This design comes from an exercise in tuning for small area and few clock cycles on the open sky130 flow, not from production work. In this exercise RTL edits were held to simulation tests only and were not proved equivalent to the original.

## axi4s_cordic
module axi4s_cordic #(
    parameter MODE = "ROT",       
    parameter integer DW = 12,
    parameter integer PAR = 1,
    parameter integer TDW = ((DW + 7) / 8) * 8
)(
    input  wire clk, resetn,
    input  wire signed [TDW*3*PAR - 1 : 0]  s_axis_tdata,
    input  wire                             s_axis_tlast,
    input  wire                             s_axis_tvalid,
    output wire                             s_axis_tready,
    output logic signed [TDW*3*PAR - 1 : 0] m_axis_tdata,
    output logic                            m_axis_tlast,
    output logic                            m_axis_tvalid,
    input  wire                             m_axis_tready
);
    function automatic [12:0] step0(input [12:0] a, input [12:0] b, input sub);
        logic [12:0] bs;
        logic c, k, sb;
        begin
            bs = b;
            c = sub;
            for (int j = 0; j < 13; j++) begin
                bs[j] = b[j + 0] ^ sub;
                step0[j] = a[j] ^ bs[j] ^ c;
                c = (a[j] & bs[j]) | (c & (a[j] ^ bs[j]));
            end
        end
    endfunction
    function automatic [12:0] step1(input [12:0] a, input [12:0] b, input sub);
        logic [12:0] bs;
        logic c, k, sb;
        begin
            bs = b;
            c = sub;
            for (int j = 0; j < 13; j++) begin
                bs[j] = ((j + 1 < 13) ? b[j + 1] : b[12]) ^ sub;
                step1[j] = a[j] ^ bs[j] ^ c;
                c = (a[j] & bs[j]) | (c & (a[j] ^ bs[j]));
            end
        end
    endfunction
    function automatic [12:0] step2(input [12:0] a, input [12:0] b, input sub);
        logic [12:0] bs;
        logic c, k, sb;
        begin
            bs = b;
            c = sub;
            for (int j = 0; j < 11; j++) begin
                bs[j] = b[j + 2] ^ sub;
                step2[j] = a[j] ^ bs[j] ^ c;
                c = (a[j] & bs[j]) | (c & (a[j] ^ bs[j]));
            end
            sb = b[12] ^ sub;
            k = c ^ sb;
            for (int j = 11; j < 13; j++) begin
                step2[j] = a[j] ^ k;
                k = k & (a[j] ^ sb);
            end
        end
    endfunction
    function automatic [12:0] step3(input [12:0] a, input [12:0] b, input sub);
        logic [12:0] bs;
        logic c, k, sb;
        begin
            bs = b;
            c = sub;
  ...
Settings: LEC_CHECK=0, CAP_MARGIN=20, CORE_MARGIN=2, CORE_UTILIZATION=40, SLEW_MARGIN=20; clock period 8.0 ns.
run.sh (not shown) runs the stock make flow with config.mk's settings and CLKGATE_MAP_FILE= SYNTH_SCRIPT=/design/flow/synth_recipe.tcl, a recipe that flattens the netlist after the stock synthesis.
Testbench counts at the start, summed over its fixed seeds: cycles 12,048.
Change:
- ABC_AREA: not set -> 1
- CTS_CLUSTER_DIAMETER: not set -> 80
- CTS_CLUSTER_SIZE: not set -> 40
Result: The new run passed the timing, DRC and antenna checks. Non-clock buffer count went down by 25. Final cell count climbs by 5.2%. Count of clock-buffer cells in the layout shrinks by 8. Wire length drops by about 2.4%. Utilization goes down by 0.80 points. Setup slack gets better by 0.15 ns. Fmax rose by 2.0%.

* * *

job 101:
Starting RTL as in the previous note.
// axi4s_cordic
module axi4s_cordic #(
    parameter MODE = "ROT",       
    parameter integer DW = 12,
    parameter integer PAR = 1,
    parameter integer TDW = ((DW + 7) / 8) * 8
)(
    input  wire clk, resetn,
    input  wire signed [TDW*3*PAR - 1 : 0]  s_axis_tdata,
    input  wire                             s_axis_tlast,
    input  wire                             s_axis_tvalid,
    output wire                             s_axis_tready,
    output logic signed [TDW*3*PAR - 1 : 0] m_axis_tdata,
    output logic                            m_axis_tlast,
    output logic                            m_axis_tvalid,
    input  wire                             m_axis_tready
);
==> flow/config.mk <==
export PLATFORM = sky130hd
export DESIGN_NAME = axi4s_cordic
export DESIGN_NICKNAME = axi4s_cordic
export VERILOG_FILES = /design/flow/design.v
export SDC_FILE = /design/flow/constraint.sdc
export NUM_CORES = 4
export LEC_CHECK = 0
export ABC_AREA = 1
export CAP_MARGIN = 20
export CORE_MARGIN = 2
export CORE_UTILIZATION = 40
export SLEW_MARGIN = 20
==> flow/constraint.sdc <==
create_clock -name core_clock -period 8.0 [get_ports {clk}]
set_input_delay 1.6000 -clock core_clock [delete_from_list [all_inputs] [get_ports {clk}]]
set_output_delay 1.6000 -clock core_clock [all_outputs]
set_load 0.01 [all_outputs]
Job 101 went all the way through synthesis, placement and routing and the layout is clean on timing, DRC and antenna.
Testbench counts of job 101, summed over its fixed seeds: cycles 12,048.
[inputs] job 102 vs job 101
# job 101
export LEC_CHECK = 0
export ABC_AREA = 1
export CAP_MARGIN = 20
export CORE_MARGIN = 2
export CORE_UTILIZATION = 40
export SLEW_MARGIN = 20
create_clock -name core_clock -period 8.0 [get_ports {clk}]
# job 102
export LEC_CHECK = 0
export ABC_AREA = 1
export CAP_MARGIN = 20
export CORE_MARGIN = 2
export CORE_UTILIZATION = 40
export CTS_CLUSTER_DIAMETER = 100
export CTS_CLUSTER_SIZE = 50
export SLEW_MARGIN = 20
create_clock -name core_clock -period 8.0 [get_ports {clk}]
Notes after the runs:
Relative to job 101, met3 demand-to-capacity share in global routing has gone down in job 102. Re hold slack: job 102 is 9.1 ps up on job 101. Against job 101, violation count after the first detailed-route iteration in job 102 came out better. Growth of design area from synthesis to finish down 2.3 points in job 102 wrt job 101.

separate check: timing with driven ports:
The results above use ideal ports. As a check the final layouts listed here were re-extracted and re-timed, cells and wires unchanged. Step 1 assumes that a clkbuf_16 drives the clock port and a buf_2 every other input. Step 2 times the ports against the registers' clock, not the clock port: input delays grow and output delays shrink by t, the midpoint of the rising clock arrivals with the driver on. a / b / c = no drivers / after step 1 / after step 2; a / b = the first two.
run | shift t [ns] | setup slack, ns | worst register clock-pin slew, ns
the first run of note 1 | 0.585 | 0.318 / 0.282 / 0.095 | 0.06 / 0.06
the second run of note 1 | 0.550 | 0.465 / 0.420 / 0.138 | 0.09 / 0.09
job 101 | 0.589 | 0.430 / 0.382 / 0.124 | 0.06 / 0.06
job 102 | 0.528 | 0.475 / 0.426 / 0.130 | 0.11 / 0.11
After both steps every run listed still meets setup and hold. For job 102, which loses most, drivers alone change the setup slack by -0.049 ns; drivers and shift together by -0.345 ns.
